This design comes from an exercise in tuning for small area and a short achievable clock period on the open sky130 flow, not from production work. Only simulation tests tie the RTL to the original design; equivalence was not proved. Power and IR drop assume default switching activity.

== the reference run ==
## slifo_v2
module slifo_v2 (clk, rst_n, wr, rd, lifo_empty, lifo_full, low_th, high_th,
                 lifo_low_th, lifo_high_th, lifo_ov, lifo_ud, lifo_valid,
                 data_in, data_out);
  input         clk;
  input         rst_n;
  input         wr;
  input         rd;
  input  [5:0]  low_th;
  input  [5:0]  high_th;
  input  [31:0] data_in;
  output reg [31:0] data_out;
  output reg    lifo_empty;
  output        lifo_full;
  output        lifo_low_th;
  output        lifo_high_th;
  output reg    lifo_ov;
  output reg    lifo_ud;
  output reg    lifo_valid;
  reg  [5:0]  cnt;      
  reg  [5:0]  ncnt;     
  reg  [5:0]  cntp1;    
  reg  [31:0] sel;      
  reg  [31:0] mem [0:31];
  assign lifo_full = cnt[5];
  wire pw   = wr & ~rd;               
  wire push = pw & ~cnt[5];
  wire pop  = rd & ~wr & ~lifo_empty;
  wire fwd  = wr & rd;
  wire [5:0] cnt_inc = cnt + 6'd1;
  ...
For scale: ~1100 flip-flops, ~0.039 sq mm of cells after synthesis.
clock: 3.7 ns
lec_check: 0
cap_margin: 20
core_margin: 2
core_utilization: 65
cts_cluster_diameter: 100
cts_cluster_size: 26
place_density: 0.78
setup_slack_margin: 1.5
slew_margin: 20
synth_hierarchical: 1
standard.sh (not shown) runs the stock make flow with config.mk's settings and CLKGATE_MAP_FILE= SYNTH_SCRIPT=/design/flow/synth_recipe.tcl, a recipe that flattens the netlist after the stock synthesis.
==> flow/flow/run.sh <==
#!/bin/bash
# The standard layout (the standard.sh, all steps), with two placement
# hooks: the storage flip-flops are pre-placed as bit slices before global
# placement and released for legalization after it. ORFS writes each step's
# full log under orfs/logs/; the make output goes to standard.log.
set -euo pipefail
here=$(cd "$(dirname "${BASH_SOURCE[0]}")" && pwd)
export PRE_GLOBAL_PLACE_SKIP_IO_TCL="$here/preplace.tcl"
export POST_GLOBAL_PLACE_TCL="$here/release.tcl"
bash standard.sh > standard.log 2>&1
==> flow/flow/preplace.tcl <==
# Pre-place the storage flip-flops as bit slices: bit b's 32 words sit together
# in one block of an 8 x 4 grid over the core, two columns of 16 words, so each
# bit's write data and read mux stay local. The flops are fixed during global
# placement and released afterwards (see release.tcl), so detailed placement
# legalizes them with everything else.
set block [ord::get_db_block]
set core [$block getCoreArea]
set cx0 [$core xMin]; set cy0 [$core yMin]
set cw [expr {[$core xMax] - $cx0}]; set ch [expr {[$core yMax] - $cy0}]
set site_w 460; set row_h 2720
set rows [$block getRows]
set row0 [lindex $rows 0]
set ry0 [[$row0 getBBox] yMin]
set nbx 8; set nby 4
set bw [expr {$cw / $nbx}]; set bh [expr {$ch / $nby}]
set n 0
foreach inst [$block getInsts] {
  set name [$inst getName]
  if {![regexp {^mem\\?\[(\d+)\\?\]\\?\[(\d+)\\?\]} $name -> w b]} { continue }
  set w [expr {int($w)}]; set b [expr {int($b)}]
  set bx [expr {$b % $nbx}]; set by [expr {$b / $nbx}]
  set fw [[$inst getMaster] getWidth]
  set col [expr {$w / 16}]; set r [expr {$w % 16}]
  # block origin, snapped to the site and row grid
  set x [expr {$cx0 + $bx * $bw + $col * $fw + 2 * $site_w}]
  set x [expr {$cx0 + (($x - $cx0) / $site_w) * $site_w}]
  set y [expr {$cy0 + $by * $bh + 2 * $row_h}]
  set y [expr {$ry0 + (($y - $ry0) / $row_h + $r) * $row_h}]
  # orientation of the row at y
  set orient R0
  foreach row $rows {
    if {[[$row getBBox] yMin] == $y} { set orient [$row getOrient]; break }
  }
  $inst setOrient $orient
  $inst setLocation $x $y
  $inst setPlacementStatus FIRM
  incr n
}
puts "preplace: placed $n storage flops"
==> flow/flow/release.tcl <==
# Release the pre-placed storage flops so later steps may legalize and move them.
set n 0
foreach inst [[ord::get_db_block] getInsts] {
  if {[$inst getPlacementStatus] == "FIRM"} { $inst setPlacementStatus PLACED; incr n }
}
puts "release: released $n storage flops"
The reference run finished all stages; the layout is clean.
> inputs changed (the reference run -> the trial run)
==> flow/run.sh (new file) <==
#!/bin/bash
# synth_recipe.tcl (not shown) runs the flow's synth.tcl, then flattens the netlist and writes it again
# the make line also repeats each setting of config.mk as NAME=value (left out here)
make -C /OpenROAD-flow-scripts/flow DESIGN_CONFIG=/design/flow/config.mk WORK_HOME=/design/flow/orfs CLKGATE_MAP_FILE= SYNTH_SCRIPT=/design/flow/synth_recipe.tcl finish
removed: flow/flow/run.sh
removed: flow/flow/preplace.tcl
removed: flow/flow/release.tcl
removed: flow/standard.sh
==> run notes <==
| global-route usage | the trial run vs the reference run | 6.6 points lower |. Worst setup slack after layout: lower on the reference run. Global-route wire length before repair for the trial run: 9.7% down relative to the reference run. When the trial run is set beside the reference run, its worst-skew pair later-pin latency turns out to be 0.03 ns smaller. Internal power consumption across the trial run and the reference run: no real change. Against the reference run, the trial run reports a cell area that is higher. [compare] base=the reference run new=the trial run: routed wire length on met3 now smaller; delay of the slowest critical-path stage shows a reduction of 0.82 ns; via count dropped 6.0%; count of sequential standard cells about even.


Setup of the baseline:
Another version of the RTL of slifo_v2 (not shown whole).
For scale: about 2100 cells after synthesis, ~1100 flip-flops, about 87 I/O pins, about 0.040 mm^2 of cells after synthesis.
Settings: LEC_CHECK=0, CAP_MARGIN=20, CORE_MARGIN=2, CORE_UTILIZATION=65, CTS_CLUSTER_DIAMETER=100, CTS_CLUSTER_SIZE=26, PLACE_DENSITY=0.78, SETUP_SLACK_MARGIN=1.5, SLEW_MARGIN=20, SYNTH_HIERARCHICAL=1; clock period 3.7 ns.
==> flow/flow/run.sh <==
#!/bin/bash
# The standard layout (the standard.sh, all steps) with two changes read
# from env.sh: the port buffers are buf_1 cells, and clock tree synthesis adds
# no dummy loads. ORFS writes each step's full log under orfs/logs/; the make
# output goes to standard.log.
set -euo pipefail
here=$(cd "$(dirname "${BASH_SOURCE[0]}")" && pwd)
source "$here/env.sh"
bash standard.sh > standard.log 2>&1
==> flow/flow/env.sh <==
export BUFFER_PORTS_ARGS="-buffer_cell sky130_fd_sc_hd__buf_1"
export CTS_ARGS="-sink_clustering_enable -repair_clock_nets -sink_clustering_size 26 -sink_clustering_max_diameter 100 -dont_use_dummy_load"
The baseline: full flow OK, the timing, design-rule and antenna checks passed
Setup changes, the baseline to the candidate
# the baseline
export LEC_CHECK = 0
export CAP_MARGIN = 20
export CORE_MARGIN = 2
export CORE_UTILIZATION = 65
export CTS_CLUSTER_DIAMETER = 100
export CTS_CLUSTER_SIZE = 26
export PLACE_DENSITY = 0.78
export SETUP_SLACK_MARGIN = 1.5
export SLEW_MARGIN = 20
export SYNTH_HIERARCHICAL = 1
create_clock -name core_clock -period 3.7 [get_ports {clk}]
# the candidate
export LEC_CHECK = 0
export CAP_MARGIN = 20
export CORE_MARGIN = 2
export CORE_UTILIZATION = 65
export CTS_CLUSTER_DIAMETER = 100
export CTS_CLUSTER_SIZE = 26
export PLACE_DENSITY = 0.78
export SETUP_SLACK_MARGIN = 1.7
export SLEW_MARGIN = 20
export SYNTH_HIERARCHICAL = 1
create_clock -name core_clock -period 3.7 [get_ports {clk}]
==> flow/run.sh (new file) <==
#!/bin/bash
# synth_recipe.tcl (not shown) runs the flow's synth.tcl, then flattens the netlist and writes it again
# the make line also repeats each setting of config.mk as NAME=value (left out here)
make -C /OpenROAD-flow-scripts/flow DESIGN_CONFIG=/design/flow/config.mk WORK_HOME=/design/flow/orfs CLKGATE_MAP_FILE= SYNTH_SCRIPT=/design/flow/synth_recipe.tcl finish
removed: flow/flow/run.sh
removed: flow/flow/env.sh
removed: flow/standard.sh
Notes after the runs:
Delta (the candidate minus the baseline): worst hold slack after final layout fell by 8.0 ps, global-route usage rose by 0.66 points, share of the core filled with cells in the final layout rose by 1.5 points.
The register share of the cell area number comes out higher for the baseline vs the candidate.
Of the baseline and the candidate, the lower critical path depth belongs to the baseline.

==> port drivers added, routing unchanged <==
The results above use ideal ports. As a check the final layouts listed here were re-extracted and re-timed, cells and wires unchanged.
Step 1, drivers: a clkbuf_16 drives clk and a buf_2 each remaining input, both assumed.
Step 2 times the ports against the registers' clock, not the clock port: input delays grow and output delays shrink by t, the midpoint of the rising clock arrivals with the driver on.
Three values: ideal ports, drivers, drivers and shift; two values: the first two.
run | shift t [ns] | setup slack, ns | latest minus earliest clock arrival (ns) | slew at the worst register clock pin (ns) | worst slew at a driven data input, ns
the reference run | 0.706 | 1.267 / 1.267 / 0.940 | 0.035 / 0.034 | 0.10 / 0.10 | 0.10
the trial run | 0.683 | 1.412 / 1.349 / 0.970 | 0.020 / 0.021 | 0.10 / 0.10 | 0.05
the baseline | 0.671 | 1.407 / 1.407 / 0.966 | 0.052 / 0.052 | 0.10 / 0.10 | 0.06
the candidate | 0.695 | 1.444 / 1.387 / 1.158 | 0.039 / 0.038 | 0.11 / 0.11 | 0.04
After both steps setup and hold are still met in every run listed. For the trial run, which loses most, drivers alone change the setup slack by -0.063 ns; drivers and shift together by -0.442 ns.
